From an optimization exercise on the open Yosys and OpenROAD flow, aimed at small area, a short achievable clock period and few clock cycles; shortcuts taken in it are not production practice.
In this exercise RTL edits were held to simulation tests only and were not proved equivalent to the original.

## flow/design.v (module list and top-level ports; edited modules follow where they fit)
// module fmultiplier: 751 lines
module fmultiplier(
    input  wire        clk,
    input  wire        rst,
    input  wire        valid,       
    input  wire [31:0] a,
    input  wire [31:0] b,
    output reg  [31:0] z,
    output reg         out_valid    
);
  // ...
==> flow/flow/run.sh <==
#!/bin/bash
# Standard layout, with the ports buffered by buf cells instead of the delay
# buffer that buffer_ports picks by default.
export BUFFER_PORTS_ARGS="-buffer_cell sky130_fd_sc_hd__buf_2"
bash standard.sh > standard.log 2>&1
==> flow/standard.sh <==
#!/bin/bash
# synth_recipe.tcl (not shown) runs the flow's synth.tcl, then flattens the netlist and writes it again
# the make line also repeats each setting of config.mk as NAME=value (left out here)
make -C /OpenROAD-flow-scripts/flow DESIGN_CONFIG=/design/flow/config.mk WORK_HOME=/design/flow/orfs CLKGATE_MAP_FILE= SYNTH_SCRIPT=/design/flow/synth_recipe.tcl "${@:-finish}"
==> flow/config.mk <==
export PLATFORM = sky130hd
export DESIGN_NAME = fmultiplier
export DESIGN_NICKNAME = fmultiplier
export VERILOG_FILES = /design/flow/design.v
export SDC_FILE = /design/flow/constraint.sdc
export NUM_CORES = 4
export LEC_CHECK = 0
export ABC_AREA = 1
export CAP_MARGIN = 20
export CORE_MARGIN = 2
export CORE_UTILIZATION = 40
export PLACE_DENSITY = 0.6
export SLEW_MARGIN = 20
==> flow/constraint.sdc <==
create_clock -name core_clock -period 10.0 [get_ports {clk}]
set_input_delay 2.0000 -clock core_clock [delete_from_list [all_inputs] [get_ports {clk}]]
set_output_delay 2.0000 -clock core_clock [all_outputs]
set_load 0.01 [all_outputs]
==> results_tabular.tex, run 1 <==
\begin{tabular}{lr}
\hline
Metric & Value \\
\hline
\multicolumn{2}{l}{\textbf{Outcome}} \\
\quad Outcome & no timing/DRC/antenna violations \\
\multicolumn{2}{l}{\textbf{Timing}} \\
\quad Final worst-path cycle share & between 60\% and 70\% \\
\quad Crit path setup slack, layout & about 3300 ps \\
\quad Hold violation total from the final report & 0 \\
\quad Setup repair after global routing missed its margin & false \\
\quad Minimum hold slack & $\sim$640 ps \\
\quad Max-slew headroom at the worst pin & between 20\% and 30\% \\
\quad Count of endpoints failing setup in the final report & 0 \\
\quad Upper clock frequency limit & $\sim$150 MHz \\
\quad Final critical delay including setup and external delays & 6710 ps \\
\multicolumn{2}{l}{\textbf{Logic synthesis}} \\
\quad Synthesized-area fraction occupied by and/or/nand/nor cells & between 20 and 30\% \\
\quad Synthesized netlist net count & 4415 \\
\quad Adder-Cell Fraction of Synth Area & about a quarter \\
\multicolumn{2}{l}{\textbf{Worst hold path}} \\
\quad Type of the worst min-delay path & reg2reg \\
\multicolumn{2}{l}{\textbf{Layout}} \\
\quad Final \#Nets & roughly 4400 \\
\quad Area used by sequential logic in the layout & roughly 0.0028 sq mm \\
\quad Most area-hungry cell class in the final design & multi-input combinational cells \\
\quad Area growth syn-to-layout & 6.75\% \\
\quad Multi-input gate area in the final layout & 0.0213 sq mm \\
\quad Fraction of final layout cells sized beyond drive strength 1 & about a tenth \\
\quad Repair and plain buffers & between 100 and 150 \\
\quad Sequential fraction of total cell area & 9.71\% \\
\multicolumn{2}{l}{\textbf{Setup path}} \\
\quad Critical-path cell with the highest stage delay & sky130\_fd\_sc\_hd\_\_buf\_2 \\
\quad Required time reported for the critical path endpoint & slightly above 10000 ps \\
\quad Data arrival time of the critical path & between 7000 and 8000 ps \\
\multicolumn{2}{l}{\textbf{GRT}} \\
\quad Grt met3 use & $\sim$5\% \\
\quad Number of global-route vias before repair & approximately 25000 \\
\quad Wire length of the first global-routing pass & 147000 um \\
\quad Global-route usage over all layers & 27.0\% \\
\multicolumn{2}{l}{\textbf{Clock tree}} \\
\quad Clock tree from TritonCTS & built \\
\multicolumn{2}{l}{\textbf{Place}} \\
\quad DP Cell Count & about 4800 \\
\quad Dpl cell area & about 0.028 sq mm \\
\quad Weighted congestion reported at the end of routability-driven placement & approximately 0.96 \\
\multicolumn{2}{l}{\textbf{Detailed routing}} \\
\quad Routed Wire Length & between 90000 and 100000 um \\
\quad Final ANT Viol Nets & 0 \\
\quad 1st-iter DRT viols & about 2900 \\
\quad Met3 wirelength from detailed routing & about 8400 um \\
\multicolumn{2}{l}{\textbf{Floorplanning}} \\
\quad Top-level I/O count & 100 \\
\hline
\end{tabular}
Testbench counts, summed over its fixed seeds: cycles 16,137.
==> module fmultiplier, before the edit <==
module fmultiplier(
    input  wire        clk,
    input  wire        rst,
    input  wire        valid,       
    input  wire [31:0] a,
    input  wire [31:0] b,
    output reg  [31:0] z,
    output reg         out_valid    
);
    function automatic [4:0] msb23(input [22:0] x);
        integer i;
        begin
            msb23 = 5'd0;
            for (i = 0; i < 23; i = i + 1)
                if (x[i]) msb23 = i[4:0];
        end
    endfunction
    function automatic [4:0] tz24(input [23:0] x);
        integer i;
        reg found;
        begin
            tz24 = 5'd24;
            found = 1'b0;
            for (i = 0; i < 24; i = i + 1)
                if (!found && x[i]) begin
                    tz24 = i[4:0];
                    found = 1'b1;
                end
        end
    endfunction
    wire        sa = a[31], sb = b[31];
    wire [7:0]  ea = a[30:23], eb = b[30:23];
    wire [22:0] fa = a[22:0], fb = b[22:0];
    wire a_ez = (ea == 8'h00), b_ez = (eb == 8'h00);
    wire a_eo = (ea == 8'hFF), b_eo = (eb == 8'hFF);
    wire a_fz = (fa == 23'd0), b_fz = (fb == 23'd0);
    wire a_nan  = a_eo & ~a_fz, b_nan  = b_eo & ~b_fz;
    wire a_inf  = a_eo &  a_fz, b_inf  = b_eo &  b_fz;
    wire a_zero = a_ez &  a_fz, b_zero = b_ez &  b_fz;
    wire is_nan  = a_nan | b_nan | (a_inf & b_zero) | (b_inf & a_zero);
    wire is_inf  = a_inf | b_inf;
    wire is_zero = a_zero | b_zero;
    wire [23:0] ma = {~a_ez, fa};
    wire [23:0] mb = {~b_ez, fb};
    wire [7:0]  xa = {ea[7:1], ea[0] | a_ez};
    wire [7:0]  xb = {eb[7:1], eb[0] | b_ez};
    wire [26:0] yb = {2'b00, mb, 1'b0};
    wire [12:0] bn;               
    wire [24:0] bm0, bm1, bm2, bm3, bm4, bm5, bm6, bm7, bm8, bm9, bm10, bm11, bm12;
    wire [24:0] bmx [0:12];
    genvar gi;
    generate
        for (gi = 0; gi < 13; gi = gi + 1) begin : g_booth
            wire d2 = yb[2*gi+2], d1 = yb[2*gi+1], d0 = yb[2*gi];
            wire one = d1 ^ d0;
            wire two = (d2 & ~d1 & ~d0) | (~d2 & d1 & d0);
            assign bn[gi] = d2 & ~(d1 & d0);
            assign bmx[gi] = (({25{one}} & {1'b0, ma}) | ({25{two}} & {ma, 1'b0})) ^ {25{bn[gi]}};
        end
    endgenerate
    assign bm0 = bmx[0];   assign bm1 = bmx[1];   assign bm2 = bmx[2];
    assign bm3 = bmx[3];   assign bm4 = bmx[4];   assign bm5 = bmx[5];
    assign bm6 = bmx[6];   assign bm7 = bmx[7];   assign bm8 = bmx[8];
    assign bm9 = bmx[9];   assign bm10 = bmx[10]; assign bm11 = bmx[11];
    assign bm12 = bmx[12];
    wire hs0 = bn[8] ^ bm0[16];
    wire hc0 = bn[8] & bm0[16];
    wire hs1 = bm0[17] ^ bm1[15];
    wire hc1 = bm0[17] & bm1[15];
    wire fs0 = bn[9] ^ bm0[18] ^ bm1[16];
    wire fc0 = (bn[9] & bm0[18]) | (bn[9] & bm1[16]) | (bm0[18] & bm1[16]);
    wire hs2 = bm2[14] ^ bm3[12];
    wire hc2 = bm2[14] & bm3[12];
    wire fs1 = bm0[19] ^ bm1[17] ^ bm2[15];
    wire fc1 = (bm0[19] & bm1[17]) | (bm0[19] & bm2[15]) | (bm1[17] & bm2[15]);
    wire hs3 = bm3[13] ^ bm4[11];
    wire hc3 = bm3[13] & bm4[11];
    wire fs2 = bn[10] ^ bm0[20] ^ bm1[18];
    wire fc2 = (bn[10] & bm0[20]) | (bn[10] & bm1[18]) | (bm0[20] & bm1[18]);
    wire fs3 = bm2[16] ^ bm3[14] ^ bm4[12];
    wire fc3 = (bm2[16] & bm3[14]) | (bm2[16] & bm4[12]) | (bm3[14] & bm4[12]);
    wire hs4 = bm5[10] ^ bm6[8];
    wire hc4 = bm5[10] & bm6[8];
    wire fs4 = bm0[21] ^ bm1[19] ^ bm2[17];
    wire fc4 = (bm0[21] & bm1[19]) | (bm0[21] & bm2[17]) | (bm1[19] & bm2[17]);
    wire fs5 = bm3[15] ^ bm4[13] ^ bm5[11];
    wire fc5 = (bm3[15] & bm4[13]) | (bm3[15] & bm5[11]) | (bm4[13] & bm5[11]);
    wire hs5 = bm6[9] ^ bm7[7];
    wire hc5 = bm6[9] & bm7[7];
    wire fs6 = bn[11] ^ bm0[22] ^ bm1[20];
    wire fc6 = (bn[11] & bm0[22]) | (bn[11] & bm1[20]) | (bm0[22] & bm1[20]);
    wire fs7 = bm2[18] ^ bm3[16] ^ bm4[14];
    wire fc7 = (bm2[18] & bm3[16]) | (bm2[18] & bm4[14]) | (bm3[16] & bm4[14]);
    wire fs8 = bm5[12] ^ bm6[10] ^ bm7[8];
    wire fc8 = (bm5[12] & bm6[10]) | (bm5[12] & bm7[8]) | (bm6[10] & bm7[8]);
    wire hs6 = bm8[6] ^ bm9[4];
    wire hc6 = bm8[6] & bm9[4];
    wire fs9 = bm0[23] ^ bm1[21] ^ bm2[19];
    wire fc9 = (bm0[23] & bm1[21]) | (bm0[23] & bm2[19]) | (bm1[21] & bm2[19]);
    wire fs10 = bm3[17] ^ bm4[15] ^ bm5[13];
    wire fc10 = (bm3[17] & bm4[15]) | (bm3[17] & bm5[13]) | (bm4[15] & bm5[13]);
    wire fs11 = bm6[11] ^ bm7[9] ^ bm8[7];
    wire fc11 = (bm6[11] & bm7[9]) | (bm6[11] & bm8[7]) | (bm7[9] & bm8[7]);
    wire hs7 = bm9[5] ^ bm10[3];
    wire hc7 = bm9[5] & bm10[3];
    wire fs12 = bm0[24] ^ bm1[22] ^ bm2[20];
    wire fc12 = (bm0[24] & bm1[22]) | (bm0[24] & bm2[20]) | (bm1[22] & bm2[20]);
    wire fs13 = bm3[18] ^ bm4[16] ^ bm5[14];
    wire fc13 = (bm3[18] & bm4[16]) | (bm3[18] & bm5[14]) | (bm4[16] & bm5[14]);
    wire fs14 = bm6[12] ^ bm7[10] ^ bm8[8];
    wire fc14 = (bm6[12] & bm7[10]) | (bm6[12] & bm8[8]) | (bm7[10] & bm8[8]);
    wire fs15 = bm9[6] ^ bm10[4] ^ bm11[2];
    wire fc15 = (bm9[6] & bm10[4]) | (bm9[6] & bm11[2]) | (bm10[4] & bm11[2]);
    wire fs16 = bn[0] ^ bm1[23] ^ bm2[21];
    wire fc16 = (bn[0] & bm1[23]) | (bn[0] & bm2[21]) | (bm1[23] & bm2[21]);
    wire fs17 = bm3[19] ^ bm4[17] ^ bm5[15];
    wire fc17 = (bm3[19] & bm4[17]) | (bm3[19] & bm5[15]) | (bm4[17] & bm5[15]);
    wire fs18 = bm6[13] ^ bm7[11] ^ bm8[9];
    wire fc18 = (bm6[13] & bm7[11]) | (bm6[13] & bm8[9]) | (bm7[11] & bm8[9]);
    wire fs19 = bm9[7] ^ bm10[5] ^ bm11[3];
    wire fc19 = (bm9[7] & bm10[5]) | (bm9[7] & bm11[3]) | (bm10[5] & bm11[3]);
    wire fs20 = bn[0] ^ bm1[24] ^ bm2[22];
    wire fc20 = (bn[0] & bm1[24]) | (bn[0] & bm2[22]) | (bm1[24] & bm2[22]);
    wire fs21 = bm3[20] ^ bm4[18] ^ bm5[16];
    wire fc21 = (bm3[20] & bm4[18]) | (bm3[20] & bm5[16]) | (bm4[18] & bm5[16]);
    wire fs22 = bm6[14] ^ bm7[12] ^ bm8[10];
    wire fc22 = (bm6[14] & bm7[12]) | (bm6[14] & bm8[10]) | (bm7[12] & bm8[10]);
    wire fs23 = bm9[8] ^ bm10[6] ^ bm11[4];
    wire fc23 = (bm9[8] & bm10[6]) | (bm9[8] & bm11[4]) | (bm10[6] & bm11[4]);
    wire fs24 = ~bn[0] ^ ~bn[1] ^ bm2[23];
    wire fc24 = (~bn[0] & ~bn[1]) | (~bn[0] & bm2[23]) | (~bn[1] & bm2[23]);
    wire fs25 = bm3[21] ^ bm4[19] ^ bm5[17];
    wire fc25 = (bm3[21] & bm4[19]) | (bm3[21] & bm5[17]) | (bm4[19] & bm5[17]);
    wire fs26 = bm6[15] ^ bm7[13] ^ bm8[11];
    wire fc26 = (bm6[15] & bm7[13]) | (bm6[15] & bm8[11]) | (bm7[13] & bm8[11]);
    wire fs27 = bm9[9] ^ bm10[7] ^ bm11[5];
    wire fc27 = (bm9[9] & bm10[7]) | (bm9[9] & bm11[5]) | (bm10[7] & bm11[5]);
    wire fs28 = 1'b1 ^ bm2[24] ^ bm3[22];
    wire fc28 = (1'b1 & bm2[24]) | (1'b1 & bm3[22]) | (bm2[24] & bm3[22]);
    wire fs29 = bm4[20] ^ bm5[18] ^ bm6[16];
    wire fc29 = (bm4[20] & bm5[18]) | (bm4[20] & bm6[16]) | (bm5[18] & bm6[16]);
    wire fs30 = bm7[14] ^ bm8[12] ^ bm9[10];
    wire fc30 = (bm7[14] & bm8[12]) | (bm7[14] & bm9[10]) | (bm8[12] & bm9[10]);
    wire hs8 = bm10[8] ^ bm11[6];
    wire hc8 = bm10[8] & bm11[6];
    wire fs31 = ~bn[2] ^ bm3[23] ^ bm4[21];
    wire fc31 = (~bn[2] & bm3[23]) | (~bn[2] & bm4[21]) | (bm3[23] & bm4[21]);
    wire fs32 = bm5[19] ^ bm6[17] ^ bm7[15];
    wire fc32 = (bm5[19] & bm6[17]) | (bm5[19] & bm7[15]) | (bm6[17] & bm7[15]);
    wire fs33 = bm8[13] ^ bm9[11] ^ bm10[9];
    wire fc33 = (bm8[13] & bm9[11]) | (bm8[13] & bm10[9]) | (bm9[11] & bm10[9]);
    wire fs34 = 1'b1 ^ bm3[24] ^ bm4[22];
    wire fc34 = (1'b1 & bm3[24]) | (1'b1 & bm4[22]) | (bm3[24] & bm4[22]);
    wire fs35 = bm5[20] ^ bm6[18] ^ bm7[16];
    wire fc35 = (bm5[20] & bm6[18]) | (bm5[20] & bm7[16]) | (bm6[18] & bm7[16]);
    wire hs9 = bm8[14] ^ bm9[12];
    wire hc9 = bm8[14] & bm9[12];
    wire fs36 = ~bn[3] ^ bm4[23] ^ bm5[21];
    wire fc36 = (~bn[3] & bm4[23]) | (~bn[3] & bm5[21]) | (bm4[23] & bm5[21]);
    wire fs37 = bm6[19] ^ bm7[17] ^ bm8[15];
    wire fc37 = (bm6[19] & bm7[17]) | (bm6[19] & bm8[15]) | (bm7[17] & bm8[15]);
    wire fs38 = 1'b1 ^ bm4[24] ^ bm5[22];
    wire fc38 = (1'b1 & bm4[24]) | (1'b1 & bm5[22]) | (bm4[24] & bm5[22]);
    wire hs10 = bm6[20] ^ bm7[18];
    wire hc10 = bm6[20] & bm7[18];
    wire fs39 = ~bn[4] ^ bm5[23] ^ bm6[21];
    wire fc39 = (~bn[4] & bm5[23]) | (~bn[4] & bm6[21]) | (bm5[23] & bm6[21]);
    wire hs11 = 1'b1 ^ bm5[24];
    wire hc11 = 1'b1 & bm5[24];
    wire hs12 = bn[5] ^ bm0[10];
    wire hc12 = bn[5] & bm0[10];
    wire hs13 = bm0[11] ^ bm1[9];
    wire hc13 = bm0[11] & bm1[9];
    wire fs40 = bn[6] ^ bm0[12] ^ bm1[10];
    wire fc40 = (bn[6] & bm0[12]) | (bn[6] & bm1[10]) | (bm0[12] & bm1[10]);
    wire hs14 = bm2[8] ^ bm3[6];
    wire hc14 = bm2[8] & bm3[6];
    wire fs41 = bm0[13] ^ bm1[11] ^ bm2[9];
    wire fc41 = (bm0[13] & bm1[11]) | (bm0[13] & bm2[9]) | (bm1[11] & bm2[9]);
    wire hs15 = bm3[7] ^ bm4[5];
    wire hc15 = bm3[7] & bm4[5];
    wire fs42 = bn[7] ^ bm0[14] ^ bm1[12];
    wire fc42 = (bn[7] & bm0[14]) | (bn[7] & bm1[12]) | (bm0[14] & bm1[12]);
    wire fs43 = bm2[10] ^ bm3[8] ^ bm4[6];
    wire fc43 = (bm2[10] & bm3[8]) | (bm2[10] & bm4[6]) | (bm3[8] & bm4[6]);
    wire hs16 = bm5[4] ^ bm6[2];
    wire hc16 = bm5[4] & bm6[2];
    wire fs44 = bm0[15] ^ bm1[13] ^ bm2[11];
    wire fc44 = (bm0[15] & bm1[13]) | (bm0[15] & bm2[11]) | (bm1[13] & bm2[11]);
    wire fs45 = bm3[9] ^ bm4[7] ^ bm5[5];
    wire fc45 = (bm3[9] & bm4[7]) | (bm3[9] & bm5[5]) | (bm4[7] & bm5[5]);
    wire hs17 = bm6[3] ^ bm7[1];
    wire hc17 = bm6[3] & bm7[1];
    wire fs46 = bm1[14] ^ bm2[12] ^ bm3[10];
    wire fc46 = (bm1[14] & bm2[12]) | (bm1[14] & bm3[10]) | (bm2[12] & bm3[10]);
    wire fs47 = bm4[8] ^ bm5[6] ^ bm6[4];
    wire fc47 = (bm4[8] & bm5[6]) | (bm4[8] & bm6[4]) | (bm5[6] & bm6[4]);
    wire fs48 = bm7[2] ^ bm8[0] ^ hs0;
    wire fc48 = (bm7[2] & bm8[0]) | (bm7[2] & hs0) | (bm8[0] & hs0);
    wire fs49 = bm2[13] ^ bm3[11] ^ bm4[9];
    wire fc49 = (bm2[13] & bm3[11]) | (bm2[13] & bm4[9]) | (bm3[11] & bm4[9]);
    wire fs50 = bm5[7] ^ bm6[5] ^ bm7[3];
    wire fc50 = (bm5[7] & bm6[5]) | (bm5[7] & bm7[3]) | (bm6[5] & bm7[3]);
    wire fs51 = bm8[1] ^ hc0 ^ hs1;
    wire fc51 = (bm8[1] & hc0) | (bm8[1] & hs1) | (hc0 & hs1);
    wire fs52 = bm4[10] ^ bm5[8] ^ bm6[6];
    wire fc52 = (bm4[10] & bm5[8]) | (bm4[10] & bm6[6]) | (bm5[8] & bm6[6]);
    wire fs53 = bm7[4] ^ bm8[2] ^ bm9[0];
    wire fc53 = (bm7[4] & bm8[2]) | (bm7[4] & bm9[0]) | (bm8[2] & bm9[0]);
    wire fs54 = hc1 ^ hs2 ^ fs0;
    wire fc54 = (hc1 & hs2) | (hc1 & fs0) | (hs2 & fs0);
    wire fs55 = bm5[9] ^ bm6[7] ^ bm7[5];
    wire fc55 = (bm5[9] & bm6[7]) | (bm5[9] & bm7[5]) | (bm6[7] & bm7[5]);
    wire fs56 = bm8[3] ^ bm9[1] ^ hc2;
    wire fc56 = (bm8[3] & bm9[1]) | (bm8[3] & hc2) | (bm9[1] & hc2);
    wire fs57 = hs3 ^ fc0 ^ fs1;
    wire fc57 = (hs3 & fc0) | (hs3 & fs1) | (fc0 & fs1);
    wire fs58 = bm7[6] ^ bm8[4] ^ bm9[2];
    wire fc58 = (bm7[6] & bm8[4]) | (bm7[6] & bm9[2]) | (bm8[4] & bm9[2]);
    wire fs59 = bm10[0] ^ hc3 ^ hs4;
    wire fc59 = (bm10[0] & hc3) | (bm10[0] & hs4) | (hc3 & hs4);
    wire fs60 = fc1 ^ fs2 ^ fs3;
    wire fc60 = (fc1 & fs2) | (fc1 & fs3) | (fs2 & fs3);
    wire fs61 = bm8[5] ^ bm9[3] ^ bm10[1];
    wire fc61 = (bm8[5] & bm9[3]) | (bm8[5] & bm10[1]) | (bm9[3] & bm10[1]);
    wire fs62 = hc4 ^ hs5 ^ fc2;
    wire fc62 = (hc4 & hs5) | (hc4 & fc2) | (hs5 & fc2);
    wire fs63 = fc3 ^ fs4 ^ fs5;
    wire fc63 = (fc3 & fs4) | (fc3 & fs5) | (fs4 & fs5);
    wire fs64 = bm10[2] ^ bm11[0] ^ hc5;
    wire fc64 = (bm10[2] & bm11[0]) | (bm10[2] & hc5) | (bm11[0] & hc5);
    wire fs65 = hs6 ^ fc4 ^ fc5;
    wire fc65 = (hs6 & fc4) | (hs6 & fc5) | (fc4 & fc5);
    wire fs66 = fs6 ^ fs7 ^ fs8;
    wire fc66 = (fs6 & fs7) | (fs6 & fs8) | (fs7 & fs8);
    wire fs67 = bm11[1] ^ hc6 ^ hs7;
    wire fc67 = (bm11[1] & hc6) | (bm11[1] & hs7) | (hc6 & hs7);
    wire fs68 = fc6 ^ fc7 ^ fc8;
    wire fc68 = (fc6 & fc7) | (fc6 & fc8) | (fc7 & fc8);
    wire fs69 = fs9 ^ fs10 ^ fs11;
    wire fc69 = (fs9 & fs10) | (fs9 & fs11) | (fs10 & fs11);
    wire fs70 = bm12[0] ^ hc7 ^ fc9;
    wire fc70 = (bm12[0] & hc7) | (bm12[0] & fc9) | (hc7 & fc9);
    wire fs71 = fc10 ^ fc11 ^ fs12;
    wire fc71 = (fc10 & fc11) | (fc10 & fs12) | (fc11 & fs12);
    wire fs72 = fs13 ^ fs14 ^ fs15;
    wire fc72 = (fs13 & fs14) | (fs13 & fs15) | (fs14 & fs15);
    wire fs73 = bm12[1] ^ fc12 ^ fc13;
    wire fc73 = (bm12[1] & fc12) | (bm12[1] & fc13) | (fc12 & fc13);
    wire fs74 = fc14 ^ fc15 ^ fs16;
    wire fc74 = (fc14 & fc15) | (fc14 & fs16) | (fc15 & fs16);
    wire fs75 = fs17 ^ fs18 ^ fs19;
    wire fc75 = (fs17 & fs18) | (fs17 & fs19) | (fs18 & fs19);
    wire fs76 = bm12[2] ^ fc16 ^ fc17;
    wire fc76 = (bm12[2] & fc16) | (bm12[2] & fc17) | (fc16 & fc17);
    wire fs77 = fc18 ^ fc19 ^ fs20;
    wire fc77 = (fc18 & fc19) | (fc18 & fs20) | (fc19 & fs20);
    wire fs78 = fs21 ^ fs22 ^ fs23;
    wire fc78 = (fs21 & fs22) | (fs21 & fs23) | (fs22 & fs23);
    wire fs79 = bm12[3] ^ fc20 ^ fc21;
    wire fc79 = (bm12[3] & fc20) | (bm12[3] & fc21) | (fc20 & fc21);
    wire fs80 = fc22 ^ fc23 ^ fs24;
    wire fc80 = (fc22 & fc23) | (fc22 & fs24) | (fc23 & fs24);
    wire fs81 = fs25 ^ fs26 ^ fs27;
    wire fc81 = (fs25 & fs26) | (fs25 & fs27) | (fs26 & fs27);
    wire fs82 = bm12[4] ^ hs8 ^ fc24;
    wire fc82 = (bm12[4] & hs8) | (bm12[4] & fc24) | (hs8 & fc24);
    wire fs83 = fc25 ^ fc26 ^ fc27;
    wire fc83 = (fc25 & fc26) | (fc25 & fc27) | (fc26 & fc27);
    wire fs84 = fs28 ^ fs29 ^ fs30;
    wire fc84 = (fs28 & fs29) | (fs28 & fs30) | (fs29 & fs30);
    wire fs85 = bm11[7] ^ bm12[5] ^ hc8;
    wire fc85 = (bm11[7] & bm12[5]) | (bm11[7] & hc8) | (bm12[5] & hc8);
    wire fs86 = fc28 ^ fc29 ^ fc30;
    wire fc86 = (fc28 & fc29) | (fc28 & fc30) | (fc29 & fc30);
    wire fs87 = fs31 ^ fs32 ^ fs33;
    wire fc87 = (fs31 & fs32) | (fs31 & fs33) | (fs32 & fs33);
    wire fs88 = bm10[10] ^ bm11[8] ^ bm12[6];
    wire fc88 = (bm10[10] & bm11[8]) | (bm10[10] & bm12[6]) | (bm11[8] & bm12[6]);
    wire fs89 = hs9 ^ fc31 ^ fc32;
    wire fc89 = (hs9 & fc31) | (hs9 & fc32) | (fc31 & fc32);
    wire fs90 = fc33 ^ fs34 ^ fs35;
    wire fc90 = (fc33 & fs34) | (fc33 & fs35) | (fs34 & fs35);
    wire fs91 = bm9[13] ^ bm10[11] ^ bm11[9];
    wire fc91 = (bm9[13] & bm10[11]) | (bm9[13] & bm11[9]) | (bm10[11] & bm11[9]);
    wire fs92 = bm12[7] ^ hc9 ^ fc34;
    wire fc92 = (bm12[7] & hc9) | (bm12[7] & fc34) | (hc9 & fc34);
    wire fs93 = fc35 ^ fs36 ^ fs37;
    wire fc93 = (fc35 & fs36) | (fc35 & fs37) | (fs36 & fs37);
    wire fs94 = bm8[16] ^ bm9[14] ^ bm10[12];
    wire fc94 = (bm8[16] & bm9[14]) | (bm8[16] & bm10[12]) | (bm9[14] & bm10[12]);
    wire fs95 = bm11[10] ^ bm12[8] ^ hs10;
    wire fc95 = (bm11[10] & bm12[8]) | (bm11[10] & hs10) | (bm12[8] & hs10);
    wire fs96 = fc36 ^ fc37 ^ fs38;
    wire fc96 = (fc36 & fc37) | (fc36 & fs38) | (fc37 & fs38);
    wire fs97 = bm7[19] ^ bm8[17] ^ bm9[15];
    wire fc97 = (bm7[19] & bm8[17]) | (bm7[19] & bm9[15]) | (bm8[17] & bm9[15]);
    wire fs98 = bm10[13] ^ bm11[11] ^ bm12[9];
    wire fc98 = (bm10[13] & bm11[11]) | (bm10[13] & bm12[9]) | (bm11[11] & bm12[9]);
    wire fs99 = hc10 ^ fc38 ^ fs39;
    wire fc99 = (hc10 & fc38) | (hc10 & fs39) | (fc38 & fs39);
    wire fs100 = bm6[22] ^ bm7[20] ^ bm8[18];
    wire fc100 = (bm6[22] & bm7[20]) | (bm6[22] & bm8[18]) | (bm7[20] & bm8[18]);
    wire fs101 = bm9[16] ^ bm10[14] ^ bm11[12];
    wire fc101 = (bm9[16] & bm10[14]) | (bm9[16] & bm11[12]) | (bm10[14] & bm11[12]);
    wire fs102 = bm12[10] ^ hs11 ^ fc39;
    wire fc102 = (bm12[10] & hs11) | (bm12[10] & fc39) | (hs11 & fc39);
    wire fs103 = ~bn[5] ^ bm6[23] ^ bm7[21];
    wire fc103 = (~bn[5] & bm6[23]) | (~bn[5] & bm7[21]) | (bm6[23] & bm7[21]);
    wire fs104 = bm8[19] ^ bm9[17] ^ bm10[15];
    wire fc104 = (bm8[19] & bm9[17]) | (bm8[19] & bm10[15]) | (bm9[17] & bm10[15]);
    wire fs105 = bm11[13] ^ bm12[11] ^ hc11;
    wire fc105 = (bm11[13] & bm12[11]) | (bm11[13] & hc11) | (bm12[11] & hc11);
    wire fs106 = 1'b1 ^ bm6[24] ^ bm7[22];
    wire fc106 = (1'b1 & bm6[24]) | (1'b1 & bm7[22]) | (bm6[24] & bm7[22]);
    wire fs107 = bm8[20] ^ bm9[18] ^ bm10[16];
    wire fc107 = (bm8[20] & bm9[18]) | (bm8[20] & bm10[16]) | (bm9[18] & bm10[16]);
    wire hs18 = bm11[14] ^ bm12[12];
    wire hc18 = bm11[14] & bm12[12];
    wire fs108 = ~bn[6] ^ bm7[23] ^ bm8[21];
    wire fc108 = (~bn[6] & bm7[23]) | (~bn[6] & bm8[21]) | (bm7[23] & bm8[21]);
    wire fs109 = bm9[19] ^ bm10[17] ^ bm11[15];
    wire fc109 = (bm9[19] & bm10[17]) | (bm9[19] & bm11[15]) | (bm10[17] & bm11[15]);
    wire fs110 = 1'b1 ^ bm7[24] ^ bm8[22];
    wire fc110 = (1'b1 & bm7[24]) | (1'b1 & bm8[22]) | (bm7[24] & bm8[22]);
    wire hs19 = bm9[20] ^ bm10[18];
    wire hc19 = bm9[20] & bm10[18];
    wire fs111 = ~bn[7] ^ bm8[23] ^ bm9[21];
    wire fc111 = (~bn[7] & bm8[23]) | (~bn[7] & bm9[21]) | (bm8[23] & bm9[21]);
    wire hs20 = 1'b1 ^ bm8[24];
    wire hc20 = 1'b1 & bm8[24];
    wire hs21 = bn[3] ^ bm0[6];
    wire hc21 = bn[3] & bm0[6];
    wire hs22 = bm0[7] ^ bm1[5];
    wire hc22 = bm0[7] & bm1[5];
    wire fs112 = bn[4] ^ bm0[8] ^ bm1[6];
    wire fc112 = (bn[4] & bm0[8]) | (bn[4] & bm1[6]) | (bm0[8] & bm1[6]);
    wire hs23 = bm2[4] ^ bm3[2];
    wire hc23 = bm2[4] & bm3[2];
    wire fs113 = bm0[9] ^ bm1[7] ^ bm2[5];
    wire fc113 = (bm0[9] & bm1[7]) | (bm0[9] & bm2[5]) | (bm1[7] & bm2[5]);
    wire hs24 = bm3[3] ^ bm4[1];
    wire hc24 = bm3[3] & bm4[1];
    wire fs114 = bm1[8] ^ bm2[6] ^ bm3[4];
    wire fc114 = (bm1[8] & bm2[6]) | (bm1[8] & bm3[4]) | (bm2[6] & bm3[4]);
    wire fs115 = bm4[2] ^ bm5[0] ^ hs12;
    wire fc115 = (bm4[2] & bm5[0]) | (bm4[2] & hs12) | (bm5[0] & hs12);
    wire fs116 = bm2[7] ^ bm3[5] ^ bm4[3];
    wire fc116 = (bm2[7] & bm3[5]) | (bm2[7] & bm4[3]) | (bm3[5] & bm4[3]);
    wire fs117 = bm5[1] ^ hc12 ^ hs13;
    wire fc117 = (bm5[1] & hc12) | (bm5[1] & hs13) | (hc12 & hs13);
    wire fs118 = bm4[4] ^ bm5[2] ^ bm6[0];
    wire fc118 = (bm4[4] & bm5[2]) | (bm4[4] & bm6[0]) | (bm5[2] & bm6[0]);
    wire fs119 = hc13 ^ hs14 ^ fs40;
    wire fc119 = (hc13 & hs14) | (hc13 & fs40) | (hs14 & fs40);
    wire fs120 = bm5[3] ^ bm6[1] ^ hc14;
    wire fc120 = (bm5[3] & bm6[1]) | (bm5[3] & hc14) | (bm6[1] & hc14);
    wire fs121 = hs15 ^ fc40 ^ fs41;
    wire fc121 = (hs15 & fc40) | (hs15 & fs41) | (fc40 & fs41);
    wire fs122 = bm7[0] ^ hc15 ^ hs16;
    wire fc122 = (bm7[0] & hc15) | (bm7[0] & hs16) | (hc15 & hs16);
    wire fs123 = fc41 ^ fs42 ^ fs43;
    wire fc123 = (fc41 & fs42) | (fc41 & fs43) | (fs42 & fs43);
    wire fs124 = hc16 ^ hs17 ^ fc42;
    wire fc124 = (hc16 & hs17) | (hc16 & fc42) | (hs17 & fc42);
    wire fs125 = fc43 ^ fs44 ^ fs45;
    wire fc125 = (fc43 & fs44) | (fc43 & fs45) | (fs44 & fs45);
    wire fs126 = hc17 ^ fc44 ^ fc45;
    wire fc126 = (hc17 & fc44) | (hc17 & fc45) | (fc44 & fc45);
    wire fs127 = fs46 ^ fs47 ^ fs48;
    wire fc127 = (fs46 & fs47) | (fs46 & fs48) | (fs47 & fs48);
    wire fs128 = fc46 ^ fc47 ^ fs49;
    wire fc128 = (fc46 & fc47) | (fc46 & fs49) | (fc47 & fs49);
    wire fs129 = fs50 ^ fc48 ^ fs51;
    wire fc129 = (fs50 & fc48) | (fs50 & fs51) | (fc48 & fs51);
    wire fs130 = fc49 ^ fc50 ^ fs52;
    wire fc130 = (fc49 & fc50) | (fc49 & fs52) | (fc50 & fs52);
    wire fs131 = fs53 ^ fc51 ^ fs54;
    wire fc131 = (fs53 & fc51) | (fs53 & fs54) | (fc51 & fs54);
    wire fs132 = fc52 ^ fc53 ^ fs55;
    wire fc132 = (fc52 & fc53) | (fc52 & fs55) | (fc53 & fs55);
    wire fs133 = fs56 ^ fc54 ^ fs57;
    wire fc133 = (fs56 & fc54) | (fs56 & fs57) | (fc54 & fs57);
    wire fs134 = fc55 ^ fs58 ^ fc56;
    wire fc134 = (fc55 & fs58) | (fc55 & fc56) | (fs58 & fc56);
    wire fs135 = fs59 ^ fc57 ^ fs60;
    wire fc135 = (fs59 & fc57) | (fs59 & fs60) | (fc57 & fs60);
    wire fs136 = fc58 ^ fs61 ^ fc59;
    wire fc136 = (fc58 & fs61) | (fc58 & fc59) | (fs61 & fc59);
    wire fs137 = fc60 ^ fs62 ^ fs63;
    wire fc137 = (fc60 & fs62) | (fc60 & fs63) | (fs62 & fs63);
    wire fs138 = fc61 ^ fs64 ^ fc62;
    wire fc138 = (fc61 & fs64) | (fc61 & fc62) | (fs64 & fc62);
    wire fs139 = fc63 ^ fs65 ^ fs66;
    wire fc139 = (fc63 & fs65) | (fc63 & fs66) | (fs65 & fs66);
    wire fs140 = fc64 ^ fs67 ^ fc65;
    wire fc140 = (fc64 & fs67) | (fc64 & fc65) | (fs67 & fc65);
    wire fs141 = fc66 ^ fs68 ^ fs69;
    wire fc141 = (fc66 & fs68) | (fc66 & fs69) | (fs68 & fs69);
    wire fs142 = fc67 ^ fc68 ^ fc69;
    wire fc142 = (fc67 & fc68) | (fc67 & fc69) | (fc68 & fc69);
    wire fs143 = fs70 ^ fs71 ^ fs72;
    wire fc143 = (fs70 & fs71) | (fs70 & fs72) | (fs71 & fs72);
    wire fs144 = fc70 ^ fc71 ^ fc72;
    wire fc144 = (fc70 & fc71) | (fc70 & fc72) | (fc71 & fc72);
    wire fs145 = fs73 ^ fs74 ^ fs75;
    wire fc145 = (fs73 & fs74) | (fs73 & fs75) | (fs74 & fs75);
    wire fs146 = fc73 ^ fc74 ^ fc75;
    wire fc146 = (fc73 & fc74) | (fc73 & fc75) | (fc74 & fc75);
    wire fs147 = fs76 ^ fs77 ^ fs78;
    wire fc147 = (fs76 & fs77) | (fs76 & fs78) | (fs77 & fs78);
    wire fs148 = fc76 ^ fc77 ^ fc78;
    wire fc148 = (fc76 & fc77) | (fc76 & fc78) | (fc77 & fc78);
    wire fs149 = fs79 ^ fs80 ^ fs81;
    wire fc149 = (fs79 & fs80) | (fs79 & fs81) | (fs80 & fs81);
    wire fs150 = fc79 ^ fc80 ^ fc81;
    wire fc150 = (fc79 & fc80) | (fc79 & fc81) | (fc80 & fc81);
    wire fs151 = fs82 ^ fs83 ^ fs84;
    wire fc151 = (fs82 & fs83) | (fs82 & fs84) | (fs83 & fs84);
    wire fs152 = fs85 ^ fc82 ^ fc83;
    wire fc152 = (fs85 & fc82) | (fs85 & fc83) | (fc82 & fc83);
    wire fs153 = fc84 ^ fs86 ^ fs87;
    wire fc153 = (fc84 & fs86) | (fc84 & fs87) | (fs86 & fs87);
    wire fs154 = fs88 ^ fc85 ^ fc86;
    wire fc154 = (fs88 & fc85) | (fs88 & fc86) | (fc85 & fc86);
    wire fs155 = fc87 ^ fs89 ^ fs90;
    wire fc155 = (fc87 & fs89) | (fc87 & fs90) | (fs89 & fs90);
    wire fs156 = fc88 ^ fs91 ^ fc89;
    wire fc156 = (fc88 & fs91) | (fc88 & fc89) | (fs91 & fc89);
    wire fs157 = fc90 ^ fs92 ^ fs93;
    wire fc157 = (fc90 & fs92) | (fc90 & fs93) | (fs92 & fs93);
    wire fs158 = fc91 ^ fs94 ^ fs95;
    wire fc158 = (fc91 & fs94) | (fc91 & fs95) | (fs94 & fs95);
    wire fs159 = fc92 ^ fc93 ^ fs96;
    wire fc159 = (fc92 & fc93) | (fc92 & fs96) | (fc93 & fs96);
    wire fs160 = fc94 ^ fs97 ^ fs98;
    wire fc160 = (fc94 & fs97) | (fc94 & fs98) | (fs97 & fs98);
    wire fs161 = fc95 ^ fc96 ^ fs99;
    wire fc161 = (fc95 & fc96) | (fc95 & fs99) | (fc96 & fs99);
    wire fs162 = fc97 ^ fc98 ^ fs100;
    wire fc162 = (fc97 & fc98) | (fc97 & fs100) | (fc98 & fs100);
    wire fs163 = fs101 ^ fc99 ^ fs102;
    wire fc163 = (fs101 & fc99) | (fs101 & fs102) | (fc99 & fs102);
    wire fs164 = fc100 ^ fc101 ^ fs103;
    wire fc164 = (fc100 & fc101) | (fc100 & fs103) | (fc101 & fs103);
    wire fs165 = fs104 ^ fs105 ^ fc102;
    wire fc165 = (fs104 & fs105) | (fs104 & fc102) | (fs105 & fc102);
    wire fs166 = hs18 ^ fc103 ^ fc104;
    wire fc166 = (hs18 & fc103) | (hs18 & fc104) | (fc103 & fc104);
    wire fs167 = fs106 ^ fs107 ^ fc105;
    wire fc167 = (fs106 & fs107) | (fs106 & fc105) | (fs107 & fc105);
    wire fs168 = bm12[13] ^ hc18 ^ fc106;
    wire fc168 = (bm12[13] & hc18) | (bm12[13] & fc106) | (hc18 & fc106);
    wire fs169 = fc107 ^ fs108 ^ fs109;
    wire fc169 = (fc107 & fs108) | (fc107 & fs109) | (fs108 & fs109);
    wire fs170 = bm11[16] ^ bm12[14] ^ hs19;
    wire fc170 = (bm11[16] & bm12[14]) | (bm11[16] & hs19) | (bm12[14] & hs19);
    wire fs171 = fc108 ^ fc109 ^ fs110;
    wire fc171 = (fc108 & fc109) | (fc108 & fs110) | (fc109 & fs110);
    wire fs172 = bm10[19] ^ bm11[17] ^ bm12[15];
    wire fc172 = (bm10[19] & bm11[17]) | (bm10[19] & bm12[15]) | (bm11[17] & bm12[15]);
    wire fs173 = hc19 ^ fc110 ^ fs111;
    wire fc173 = (hc19 & fc110) | (hc19 & fs111) | (fc110 & fs111);
    wire fs174 = bm9[22] ^ bm10[20] ^ bm11[18];
    wire fc174 = (bm9[22] & bm10[20]) | (bm9[22] & bm11[18]) | (bm10[20] & bm11[18]);
    wire fs175 = bm12[16] ^ hs20 ^ fc111;
    wire fc175 = (bm12[16] & hs20) | (bm12[16] & fc111) | (hs20 & fc111);
    wire fs176 = ~bn[8] ^ bm9[23] ^ bm10[21];
    wire fc176 = (~bn[8] & bm9[23]) | (~bn[8] & bm10[21]) | (bm9[23] & bm10[21]);
    wire fs177 = bm11[19] ^ bm12[17] ^ hc20;
    wire fc177 = (bm11[19] & bm12[17]) | (bm11[19] & hc20) | (bm12[17] & hc20);
    wire fs178 = 1'b1 ^ bm9[24] ^ bm10[22];
    wire fc178 = (1'b1 & bm9[24]) | (1'b1 & bm10[22]) | (bm9[24] & bm10[22]);
    wire hs25 = bm11[20] ^ bm12[18];
    wire hc25 = bm11[20] & bm12[18];
    wire fs179 = ~bn[9] ^ bm10[23] ^ bm11[21];
    wire fc179 = (~bn[9] & bm10[23]) | (~bn[9] & bm11[21]) | (bm10[23] & bm11[21]);
    wire hs26 = 1'b1 ^ bm10[24];
    wire hc26 = 1'b1 & bm10[24];
    wire hs27 = bn[2] ^ bm0[4];
    wire hc27 = bn[2] & bm0[4];
    wire hs28 = bm0[5] ^ bm1[3];
    wire hc28 = bm0[5] & bm1[3];
    wire fs180 = bm1[4] ^ bm2[2] ^ bm3[0];
    wire fc180 = (bm1[4] & bm2[2]) | (bm1[4] & bm3[0]) | (bm2[2] & bm3[0]);
    wire fs181 = bm2[3] ^ bm3[1] ^ hc21;
    wire fc181 = (bm2[3] & bm3[1]) | (bm2[3] & hc21) | (bm3[1] & hc21);
    wire fs182 = bm4[0] ^ hc22 ^ hs23;
    wire fc182 = (bm4[0] & hc22) | (bm4[0] & hs23) | (hc22 & hs23);
    wire fs183 = hc23 ^ hs24 ^ fc112;
    wire fc183 = (hc23 & hs24) | (hc23 & fc112) | (hs24 & fc112);
    wire fs184 = hc24 ^ fc113 ^ fs114;
    wire fc184 = (hc24 & fc113) | (hc24 & fs114) | (fc113 & fs114);
    wire fs185 = fc114 ^ fs116 ^ fc115;
    wire fc185 = (fc114 & fs116) | (fc114 & fc115) | (fs116 & fc115);
    wire fs186 = fc116 ^ fs118 ^ fc117;
    wire fc186 = (fc116 & fs118) | (fc116 & fc117) | (fs118 & fc117);
    wire fs187 = fc118 ^ fs120 ^ fc119;
    wire fc187 = (fc118 & fs120) | (fc118 & fc119) | (fs120 & fc119);
    wire fs188 = fc120 ^ fs122 ^ fc121;
    wire fc188 = (fc120 & fs122) | (fc120 & fc121) | (fs122 & fc121);
    wire fs189 = fc122 ^ fc123 ^ fs124;
    wire fc189 = (fc122 & fc123) | (fc122 & fs124) | (fc123 & fs124);
    wire fs190 = fc124 ^ fc125 ^ fs126;
    wire fc190 = (fc124 & fc125) | (fc124 & fs126) | (fc125 & fs126);
    wire fs191 = fc126 ^ fs128 ^ fc127;
    wire fc191 = (fc126 & fs128) | (fc126 & fc127) | (fs128 & fc127);
    wire fs192 = fc128 ^ fs130 ^ fc129;
    wire fc192 = (fc128 & fs130) | (fc128 & fc129) | (fs130 & fc129);
    wire fs193 = fc130 ^ fs132 ^ fc131;
    wire fc193 = (fc130 & fs132) | (fc130 & fc131) | (fs132 & fc131);
    wire fs194 = fc132 ^ fs134 ^ fc133;
    wire fc194 = (fc132 & fs134) | (fc132 & fc133) | (fs134 & fc133);
    wire fs195 = fc134 ^ fs136 ^ fc135;
    wire fc195 = (fc134 & fs136) | (fc134 & fc135) | (fs136 & fc135);
    wire fs196 = fc136 ^ fs138 ^ fc137;
    wire fc196 = (fc136 & fs138) | (fc136 & fc137) | (fs138 & fc137);
    wire fs197 = fc138 ^ fs140 ^ fc139;
    wire fc197 = (fc138 & fs140) | (fc138 & fc139) | (fs140 & fc139);
    wire fs198 = fc140 ^ fc141 ^ fs142;
    wire fc198 = (fc140 & fc141) | (fc140 & fs142) | (fc141 & fs142);
    wire fs199 = fc142 ^ fc143 ^ fs144;
    wire fc199 = (fc142 & fc143) | (fc142 & fs144) | (fc143 & fs144);
    wire fs200 = fc144 ^ fc145 ^ fs146;
    wire fc200 = (fc144 & fc145) | (fc144 & fs146) | (fc145 & fs146);
    wire fs201 = fc146 ^ fc147 ^ fs148;
    wire fc201 = (fc146 & fc147) | (fc146 & fs148) | (fc147 & fs148);
    wire fs202 = fc148 ^ fc149 ^ fs150;
    wire fc202 = (fc148 & fc149) | (fc148 & fs150) | (fc149 & fs150);
    wire fs203 = fc150 ^ fs152 ^ fc151;
    wire fc203 = (fc150 & fs152) | (fc150 & fc151) | (fs152 & fc151);
    wire fs204 = fc152 ^ fs154 ^ fc153;
    wire fc204 = (fc152 & fs154) | (fc152 & fc153) | (fs154 & fc153);
    wire fs205 = fc154 ^ fs156 ^ fc155;
    wire fc205 = (fc154 & fs156) | (fc154 & fc155) | (fs156 & fc155);
    wire fs206 = fs158 ^ fc156 ^ fc157;
    wire fc206 = (fs158 & fc156) | (fs158 & fc157) | (fc156 & fc157);
    wire fs207 = fs160 ^ fc158 ^ fc159;
    wire fc207 = (fs160 & fc158) | (fs160 & fc159) | (fc158 & fc159);
    wire fs208 = fc160 ^ fs162 ^ fc161;
    wire fc208 = (fc160 & fs162) | (fc160 & fc161) | (fs162 & fc161);
    wire fs209 = fc162 ^ fs164 ^ fc163;
    wire fc209 = (fc162 & fs164) | (fc162 & fc163) | (fs164 & fc163);
    wire fs210 = fc164 ^ fs166 ^ fs167;
    wire fc210 = (fc164 & fs166) | (fc164 & fs167) | (fs166 & fs167);
    wire fs211 = fc166 ^ fs168 ^ fs169;
    wire fc211 = (fc166 & fs168) | (fc166 & fs169) | (fs168 & fs169);
    wire fs212 = fs170 ^ fc168 ^ fc169;
    wire fc212 = (fs170 & fc168) | (fs170 & fc169) | (fc168 & fc169);
    wire fs213 = fs172 ^ fc170 ^ fc171;
    wire fc213 = (fs172 & fc170) | (fs172 & fc171) | (fc170 & fc171);
    wire fs214 = fc172 ^ fs174 ^ fc173;
    wire fc214 = (fc172 & fs174) | (fc172 & fc173) | (fs174 & fc173);
    wire fs215 = fc174 ^ fs176 ^ fs177;
    wire fc215 = (fc174 & fs176) | (fc174 & fs177) | (fs176 & fs177);
    wire fs216 = hs25 ^ fc176 ^ fs178;
    wire fc216 = (hs25 & fc176) | (hs25 & fs178) | (fc176 & fs178);
    wire fs217 = bm12[19] ^ hc25 ^ fc178;
    wire fc217 = (bm12[19] & hc25) | (bm12[19] & fc178) | (hc25 & fc178);
    wire fs218 = bm11[22] ^ bm12[20] ^ hs26;
    wire fc218 = (bm11[22] & bm12[20]) | (bm11[22] & hs26) | (bm12[20] & hs26);
    wire fs219 = ~bn[10] ^ bm11[23] ^ bm12[21];
    wire fc219 = (~bn[10] & bm11[23]) | (~bn[10] & bm12[21]) | (bm11[23] & bm12[21]);
    wire hs29 = 1'b1 ^ bm11[24];
    wire hc29 = 1'b1 & bm11[24];
    wire hs30 = bn[1] ^ bm0[2];
    wire hc30 = bn[1] & bm0[2];
    wire hs31 = bm0[3] ^ bm1[1];
    wire hc31 = bm0[3] & bm1[1];
    wire fs220 = bm1[2] ^ bm2[0] ^ hs27;
    wire fc220 = (bm1[2] & bm2[0]) | (bm1[2] & hs27) | (bm2[0] & hs27);
    wire fs221 = bm2[1] ^ hc27 ^ hs28;
    wire fc221 = (bm2[1] & hc27) | (bm2[1] & hs28) | (hc27 & hs28);
    wire fs222 = hc28 ^ hs21 ^ fs180;
    wire fc222 = (hc28 & hs21) | (hc28 & fs180) | (hs21 & fs180);
    wire fs223 = hs22 ^ fc180 ^ fs181;
    wire fc223 = (hs22 & fc180) | (hs22 & fs181) | (fc180 & fs181);
    wire fs224 = fs112 ^ fc181 ^ fs182;
    wire fc224 = (fs112 & fc181) | (fs112 & fs182) | (fc181 & fs182);
    wire fs225 = fs113 ^ fc182 ^ fs183;
    wire fc225 = (fs113 & fc182) | (fs113 & fs183) | (fc182 & fs183);
    wire fs226 = fs115 ^ fc183 ^ fs184;
    wire fc226 = (fs115 & fc183) | (fs115 & fs184) | (fc183 & fs184);
    wire fs227 = fs117 ^ fc184 ^ fs185;
    wire fc227 = (fs117 & fc184) | (fs117 & fs185) | (fc184 & fs185);
    wire fs228 = fs119 ^ fc185 ^ fs186;
    wire fc228 = (fs119 & fc185) | (fs119 & fs186) | (fc185 & fs186);
    wire fs229 = fs121 ^ fc186 ^ fs187;
    wire fc229 = (fs121 & fc186) | (fs121 & fs187) | (fc186 & fs187);
    wire fs230 = fs123 ^ fc187 ^ fs188;
    wire fc230 = (fs123 & fc187) | (fs123 & fs188) | (fc187 & fs188);
    wire fs231 = fs125 ^ fc188 ^ fs189;
    wire fc231 = (fs125 & fc188) | (fs125 & fs189) | (fc188 & fs189);
    wire fs232 = fs127 ^ fc189 ^ fs190;
    wire fc232 = (fs127 & fc189) | (fs127 & fs190) | (fc189 & fs190);
    wire fs233 = fs129 ^ fc190 ^ fs191;
    wire fc233 = (fs129 & fc190) | (fs129 & fs191) | (fc190 & fs191);
    wire fs234 = fs131 ^ fc191 ^ fs192;
    wire fc234 = (fs131 & fc191) | (fs131 & fs192) | (fc191 & fs192);
    wire fs235 = fs133 ^ fc192 ^ fs193;
    wire fc235 = (fs133 & fc192) | (fs133 & fs193) | (fc192 & fs193);
    wire fs236 = fs135 ^ fc193 ^ fs194;
    wire fc236 = (fs135 & fc193) | (fs135 & fs194) | (fc193 & fs194);
    wire fs237 = fs137 ^ fc194 ^ fs195;
    wire fc237 = (fs137 & fc194) | (fs137 & fs195) | (fc194 & fs195);
    wire fs238 = fs139 ^ fc195 ^ fs196;
    wire fc238 = (fs139 & fc195) | (fs139 & fs196) | (fc195 & fs196);
    wire fs239 = fs141 ^ fc196 ^ fs197;
    wire fc239 = (fs141 & fc196) | (fs141 & fs197) | (fc196 & fs197);
    wire fs240 = fs143 ^ fc197 ^ fs198;
    wire fc240 = (fs143 & fc197) | (fs143 & fs198) | (fc197 & fs198);
    wire fs241 = fs145 ^ fc198 ^ fs199;
    wire fc241 = (fs145 & fc198) | (fs145 & fs199) | (fc198 & fs199);
    wire fs242 = fs147 ^ fc199 ^ fs200;
    wire fc242 = (fs147 & fc199) | (fs147 & fs200) | (fc199 & fs200);
    wire fs243 = fs149 ^ fc200 ^ fs201;
    wire fc243 = (fs149 & fc200) | (fs149 & fs201) | (fc200 & fs201);
    wire fs244 = fs151 ^ fc201 ^ fs202;
    wire fc244 = (fs151 & fc201) | (fs151 & fs202) | (fc201 & fs202);
    wire fs245 = fs153 ^ fc202 ^ fs203;
    wire fc245 = (fs153 & fc202) | (fs153 & fs203) | (fc202 & fs203);
    wire fs246 = fs155 ^ fc203 ^ fs204;
    wire fc246 = (fs155 & fc203) | (fs155 & fs204) | (fc203 & fs204);
    wire fs247 = fs157 ^ fc204 ^ fs205;
    wire fc247 = (fs157 & fc204) | (fs157 & fs205) | (fc204 & fs205);
    wire fs248 = fs159 ^ fc205 ^ fs206;
    wire fc248 = (fs159 & fc205) | (fs159 & fs206) | (fc205 & fs206);
    wire fs249 = fs161 ^ fc206 ^ fs207;
    wire fc249 = (fs161 & fc206) | (fs161 & fs207) | (fc206 & fs207);
    wire fs250 = fs163 ^ fc207 ^ fs208;
    wire fc250 = (fs163 & fc207) | (fs163 & fs208) | (fc207 & fs208);
    wire fs251 = fs165 ^ fs209 ^ fc208;
    wire fc251 = (fs165 & fs209) | (fs165 & fc208) | (fs209 & fc208);
    wire fs252 = fc165 ^ fs210 ^ fc209;
    wire fc252 = (fc165 & fs210) | (fc165 & fc209) | (fs210 & fc209);
    wire fs253 = fc167 ^ fs211 ^ fc210;
    wire fc253 = (fc167 & fs211) | (fc167 & fc210) | (fs211 & fc210);
    wire fs254 = fs171 ^ fc211 ^ fs212;
    wire fc254 = (fs171 & fc211) | (fs171 & fs212) | (fc211 & fs212);
    wire fs255 = fs173 ^ fc212 ^ fs213;
    wire fc255 = (fs173 & fc212) | (fs173 & fs213) | (fc212 & fs213);
    wire fs256 = fs175 ^ fc213 ^ fs214;
    wire fc256 = (fs175 & fc213) | (fs175 & fs214) | (fc213 & fs214);
    wire fs257 = fc175 ^ fs215 ^ fc214;
    wire fc257 = (fc175 & fs215) | (fc175 & fc214) | (fs215 & fc214);
    wire fs258 = fc177 ^ fs216 ^ fc215;
    wire fc258 = (fc177 & fs216) | (fc177 & fc215) | (fs216 & fc215);
    wire fs259 = fs179 ^ fc216 ^ fs217;
    wire fc259 = (fs179 & fc216) | (fs179 & fs217) | (fc216 & fs217);
    wire fs260 = fc179 ^ fs218 ^ fc217;
    wire fc260 = (fc179 & fs218) | (fc179 & fc217) | (fs218 & fc217);
    wire fs261 = hc26 ^ fs219 ^ fc218;
    wire fc261 = (hc26 & fs219) | (hc26 & fc218) | (fs219 & fc218);
    wire fs262 = bm12[22] ^ hs29 ^ fc219;
    wire fc262 = (bm12[22] & hs29) | (bm12[22] & fc219) | (hs29 & fc219);
    wire fs263 = ~bn[11] ^ bm12[23] ^ hc29;
    wire fc263 = (~bn[11] & bm12[23]) | (~bn[11] & hc29) | (bm12[23] & hc29);
    wire [47:0] s_row = {fs263, fs262, fs261, fc259, fs259, fs258, fs257, fc255, fc254, fs254, fs253, fs252, fc250, fc249, fc248, fc247, fc246, fc245, fc244, fc243, fc242, fc241, fc240, fc239, fc238, fc237, fc236, fc235, fc234, fc233, fc232, fc231, fc230, fc229, fc228, fc227, fc226, fc225, fc224, fc223, fc222, fc221, fc220, hc31, hc30, bm1[0], bm0[1], bn[0]};
    wire [47:0] c_row = {fc262, fc261, fc260, fs260, fc258, fc257, fc256, fs256, fs255, fc253, fc252, fc251, fs251, fs250, fs249, fs248, fs247, fs246, fs245, fs244, fs243, fs242, fs241, fs240, fs239, fs238, fs237, fs236, fs235, fs234, fs233, fs232, fs231, fs230, fs229, fs228, fs227, fs226, fs225, fs224, fs223, fs222, fs221, fs220, hs31, hs30, 1'b0, bm0[0]};
    wire [4:0]  ka  = msb23(fa), kb = msb23(fb);    
    wire [5:0]  tzs = tz24(ma) + tz24(mb);          
    wire [8:0]  xs  = {1'b0, xa} + {1'b0, xb};
    wire signed [10:0] u_nn = $signed({2'b00, xs}) - 11'sd128;
    wire signed [10:0] u_an = $signed({3'b000, xb}) + $signed({6'd0, ka}) - 11'sd150;
    wire signed [10:0] u_bn = $signed({3'b000, xa}) + $signed({6'd0, kb}) - 11'sd150;
    wire signed [10:0] u  = a_ez ? u_an : (b_ez ? u_bn : u_nn);
    wire        nrm = ~u[10];                       
    wire [4:0]  t1  = a_ez ? ka : (b_ez ? kb : 5'd23);    
    wire signed [10:0] t2 = 11'sd151 - $signed({2'b00, xs});    
    wire        t2big = (xs < 9'd88);               
    wire [5:0]  t2c = t2big ? 6'd63 : t2[5:0];
    wire [5:0]  tsh = nrm ? {1'b0, t1} : t2c;       
    wire [7:0]  e_0 = nrm ? u[7:0] : 8'd0;          
    wire        st1 = nrm ? (tzs < {1'b0, t1}) : (t2big | (tzs < t2[5:0]));
    wire        st0 = nrm ? (tzs + 6'd1 < {1'b0, t1}) : (t2big | (tzs + 6'd1 < t2[5:0]));
    wire        ovf_hi = nrm & (u >= 11'sd254);
    wire        ovf_eq = nrm & (u == 11'sd253);
    wire        special = is_nan | is_inf | is_zero;
    wire        slow = ~special & (a_ez | b_ez | u_nn[10]);
    localparam K = 16;
    wire [K:0]  p_lo = {1'b0, s_row[K-1:0]} + {1'b0, c_row[K-1:0]};
    reg [47:K] r_s, r_c;
    reg [K-1:0] r_plo;
    reg        r_cy;
    reg [5:0]  r_tsh;
    reg [7:0]  r_e0;
    reg        r_st1, r_st0, r_ovh, r_ove, r_sz, r_nan, r_inf, r_zero, r_slow;
    reg        r_v1;              
    reg        r_v2;              
    reg [47:22] r_q;              
    wire        hold = r_v1 & r_slow;
    always @(posedge clk) begin
        r_s    <= s_row[47:K];
        r_c    <= c_row[47:K];
        r_plo  <= p_lo[K-1:0];
        r_cy   <= p_lo[K];
        r_tsh  <= tsh;
    end
    always @(posedge clk) begin
        if (!hold) begin
            r_e0   <= e_0;
            r_st1  <= st1;
            r_st0  <= st0;
            r_ovh  <= ovf_hi & ~is_zero;
            r_ove  <= ovf_eq & ~is_zero;
            r_sz   <= sa ^ sb;
            r_nan  <= is_nan;
            r_inf  <= is_inf;
            r_zero <= is_zero;
            r_slow <= slow;
        end
    end
    always @(posedge clk or posedge rst) begin
        if (rst) begin
            r_v1 <= 1'b0;
            r_v2 <= 1'b0;
        end else begin
            r_v1 <= valid;
            r_v2 <= r_v1 & r_slow;
        end
    end
    wire [47:K] p_hi = r_s + r_c + {{(47-K){1'b0}}, r_cy};
    wire [47:0] p = {p_hi, r_plo};
    wire [70:0] x  = {p, 23'd0};
    wire [70:0] qx = x >> r_tsh;
    always @(posedge clk) r_q <= qx[47:22];
    wire [47:22] q = r_v2 ? r_q : p[47:22];
    wire [7:0]  e_1 = r_e0 + 8'd1;
    wire [7:0]  e_2 = r_e0 + 8'd2;
    wire        inc_h = q[23] & (r_st1 | q[24]);
    wire [30:0] pk_h0 = {e_2, q[46:24]};
    wire [30:0] pk_h1 = pk_h0 + 31'd1;
    wire [30:0] pk_h  = inc_h ? pk_h1 : pk_h0;
    wire        inc_l = q[22] & (r_st0 | q[23]);
    wire [30:0] pk_l0 = {(q[46] ? e_1 : r_e0), q[45:23]};
    wire [30:0] pk_l1 = pk_l0 + 31'd1;
    wire [30:0] pk_l  = inc_l ? pk_l1 : pk_l0;
    wire [30:0] pk    = q[47] ? pk_h : pk_l;
    wire        ovf   = r_ovh | (r_ove & q[47]);
    always @(*) out_valid = (r_v1 & ~r_slow) | r_v2;
    always @(*) begin
        if (r_nan)
            z = 32'h7FC0_0000;
        else if (r_inf | ovf)
            z = {r_sz, 8'hFF, 23'd0};
        else if (r_zero)
            z = {r_sz, 31'd0};
        else
            z = {r_sz, pk};
    end
endmodule
==> run 2, diff against run 1 <==
--- a/flow/design.v
+++ b/flow/design.v
@@ -679,5 +679,5 @@
     wire        special = is_nan | is_inf | is_zero;
     wire        slow = ~special & (a_ez | b_ez | u_nn[10]);
-    localparam K = 16;
+    localparam K = 24;
     wire [K:0]  p_lo = {1'b0, s_row[K-1:0]} + {1'b0, c_row[K-1:0]};
     reg [47:K] r_s, r_c;
==> run 2 against run 1 <==
  * Sequential share of layout area decreased by 0.13 points
  * Cell count fell by 6.5%
  * Count of clock-buffer cells in the layout unchanged
  * Critical path depth rose by 2
  * First-iteration DRC count decreased by 21%
  * Register-to-register slack better by 270 ps
  * Die area decreased by 4.9%
  * Worst hold slack worse by 27 ps
==> results_tabular.tex, run 2 <==
\begin{tabular}{lr}
\hline
Metric & Value \\
\hline
\multicolumn{2}{l}{\textbf{GRT}} \\
\quad Global-route usage over all layers & 26.6\% (was 27.0\%) \\
\quad Number of global-route vias before repair & 24400 (was 25100) \\
\quad Wire length of the first global-routing pass & 139000 um (was 147000 um) \\
\multicolumn{2}{l}{\textbf{Place}} \\
\quad Weighted congestion reported at the end of routability-driven placement & 0.972 (was 0.958) \\
\quad DP Cell Count & 4444 (was 4754) \\
\quad Dpl cell area & 0.0272 sq mm (was 0.0285 sq mm) \\
\quad DP Wirelength & 67900 um (was 74500 um) \\
\multicolumn{2}{l}{\textbf{Detailed routing}} \\
\quad Final ANT Viol Nets & 0 (unchanged) \\
\quad Drt pass-1 iters & 6 (unchanged) \\
\quad DR DRC count & 0 (unchanged) \\
\quad Via density per instance & 5.52 (was 5.54) \\
\quad 1st-iter DRT viols & 2250 (was 2859) \\
\quad Overall via count from detail\_route & 24700 (was 26500) \\
\quad Routed Wire Length & 89100 um (was 96300 um) \\
\multicolumn{2}{l}{\textbf{Setup path}} \\
\quad Reg2Reg Launch Point & r\_s[24] (was r\_cy) \\
\quad Required time reported for the critical path endpoint & 10320 ps (was 10330 ps) \\
\quad Path type of the worst setup path & in2reg (unchanged) \\
\quad Data arrival time of the critical path & 7850 ps (was 7040 ps) \\
\quad Launching instance or port of the critical path & b[1] (unchanged) \\
\multicolumn{2}{l}{\textbf{Clock tree}} \\
\quad Number of buffers on the longest clock path & 2 (unchanged) \\
\quad Clock tree from TritonCTS & built (unchanged) \\
\quad Number of clock buffers inserted by TritonCTS & 17 (unchanged) \\
\multicolumn{2}{l}{\textbf{Layout}} \\
\quad Fraction of final layout cells sized beyond drive strength 1 & 9.83\% (was 9.48\%) \\
\quad Final instance area & 0.0278 sq mm (was 0.0291 sq mm) \\
\quad Area growth syn-to-layout & 7.43\% (was 6.75\%) \\
\quad Final \#Nets & 4098 (was 4390) \\
\multicolumn{2}{l}{\textbf{Floorplanning}} \\
\quad Starting utilization of the core area & 40.3\% (was 40.5\%) \\
\quad Number of rows in the core area & 93 (was 95) \\
\quad Top-level I/O count & 100 (unchanged) \\
\multicolumn{2}{l}{\textbf{Logic synthesis}} \\
\quad Synthesized netlist net count & 4106 (was 4415) \\
\quad Adder-Cell Fraction of Synth Area & 28.1\% (was 26.7\%) \\
\quad Synthesized-area fraction occupied by and/or/nand/nor cells & 21.0\% (was 25.6\%) \\
\quad Share of the synthesized area in the top cell type & 20.3\% (was 19.3\%) \\
\quad Combinational family with the most area after synthesis & adder cells (unchanged) \\
\quad Commonest cells in the netlist & sky130\_fd\_sc\_hd\_\_nand2\_1 (616), sky130\_fd\_sc\_hd\_\_inv\_1 (526), sky130\_fd\_sc\_hd\_\_xor2\_1 (348) (was sky130\_fd\_sc\_hd\_\_nand2\_1 (770), sky130\_fd\_sc\_hd\_\_inv\_1 (595), sky130\_fd\_sc\_hd\_\_xor2\_1 (333)) \\
\multicolumn{2}{l}{\textbf{Timing}} \\
\quad Upper clock frequency limit & 133 MHz (was 149 MHz) \\
\quad Final critical delay including setup and external delays & 7530 ps (was 6710 ps) \\
\quad Final worst-path cycle share & 75.3\% (was 67.1\%) \\
\quad Crit path setup slack, layout & 2470 ps (was 3290 ps) \\
\quad Hold violation total from the final report & 0 (unchanged) \\
\quad Minimum hold slack & 618 ps (was 645 ps) \\
\quad Setup repair after global routing missed its margin & false (unchanged) \\
\quad Max-slew headroom at the worst pin & 26.6\% (was 21.2\%) \\
\quad Count of endpoints failing setup in the final report & 0 (unchanged) \\
\multicolumn{2}{l}{\textbf{Run}} \\
\quad Maximum capacitance violations & 0 (unchanged) \\
\multicolumn{2}{l}{\textbf{Outcome}} \\
\quad Outcome & no timing/DRC/antenna violations (unchanged) \\
\multicolumn{2}{l}{\textbf{Worst hold path}} \\
\quad Type of the worst min-delay path & reg2reg (unchanged) \\
\hline
\end{tabular}
## run 2: how the worst min path moves through the flow
| stage | cells past startpoint | slack (ps) | startpoint | end |
|---|---|---|---|---|
| after detailed placement | 1 | 620 | r_tsh[5] | r_q[25] |
| after floorplan | 1 | 420 | r_tsh[5] | r_q[47] |
| final | 1 | 620 | r_tsh[5] | r_q[25] |
| after global routing | 1 | 630 | r_tsh[5] | r_q[25] |
| after CTS | 1 | 630 | r_tsh[5] | r_q[25] |
| after global placement | 1 | 610 | r_tsh[5] | r_q[25] |
## run 2: per-layer routing
layer / vias to the layer above / share of wire, % / track usage (%)
met5: - / 0 / 0
met3: 220 / 9.6 / 5.96
li1: 11700 / - / -
met1: 11600 / 43 / 35.6
met4: 0 / 4.1 / 11.0
met2: 1148 / 43 / 41.3
## run 2: cells by family after synthesis
| kind of cell | after synthesis |
|---|---|
| AOI/OAI and AO/OA | 712 |
| xor gates and xnor gates | 372 |
| adders and majority gates | 423 |
| buffers and inverters | 771 |
| DFF | 124 |
| muxes | 5 |
| and+or+nand+nor | 1209 |
## run 2: stage by stage
step           utilization (%)
3_3_place_gp              42.4
4_1_cts                   43.3
6_report                  43.3
5_1_grt                   43.3
3_5_place_dp              42.4
2_1_floorplan                -
## run 2: cell type report
type | count | area [sq um]
Clock inverter | 15 | 178
Multi-Input combinational cell | 2721 | 20300
Tap cell | 855 | 1070
Timing Repair Buffer | 160 | 953
Clock buffer | 17 | 425
Inverter | 584 | 2190
Fill cell | 6695 | 36400
Sequential cell | 124 | 2660
## run 2: worst max-delay path, cell delays in order
cell	delay [ps]
sky130_fd_sc_hd__buf_2	650
sky130_fd_sc_hd__inv_2	280
sky130_fd_sc_hd__o21ai_0	160
sky130_fd_sc_hd__nand2_1	550
sky130_fd_sc_hd__o22ai_1	350
sky130_fd_sc_hd__xor2_1	130
sky130_fd_sc_hd__fa_1	550
sky130_fd_sc_hd__inv_1	50
sky130_fd_sc_hd__fa_1	400
sky130_fd_sc_hd__inv_1	80
sky130_fd_sc_hd__fa_1	410
sky130_fd_sc_hd__fa_1	490
sky130_fd_sc_hd__ha_1	400
sky130_fd_sc_hd__nand3_1	130
sky130_fd_sc_hd__o221ai_1	190
sky130_fd_sc_hd__a21oi_1	100
sky130_fd_sc_hd__nor3_1	150
sky130_fd_sc_hd__nor2_1	80
sky130_fd_sc_hd__o21ai_0	320
sky130_fd_sc_hd__a31oi_1	150
sky130_fd_sc_hd__xor2_1	160
Testbench counts of run 2, summed over its fixed seeds: cycles 16,137.

[port drivers added, routing unchanged]
In the flow no input, the clock included, has a driving cell. The finished layouts below were timed again as built, in two steps. Step 1 sets driving cells, clkbuf_16 on the clock port and buf_2 on the other inputs (assumed; they add their load-dependent delay and slew). Step 2 times the ports against the registers' clock, not the clock port: input delays grow and output delays shrink by t, the midpoint of the rising clock arrivals with the driver on. Three values: ideal ports, drivers, drivers and shift; two values: the first two.
| run | t, ns | setup slack, ns | worst setup path at the end | slew at the worst register clock pin (ns) |
|---|---|---|---|---|
| run 1 | 0.494 | 3.294 / 3.307 / 2.813 | input to register | 0.07 / 0.07 |
| run 2 | 0.488 | 2.467 / 2.496 / 2.008 | input to register | 0.07 / 0.07 |
After both steps every run listed still meets setup and hold. For run 1, which loses most, drivers alone change the setup slack by +0.013 ns; drivers and shift together by -0.481 ns.
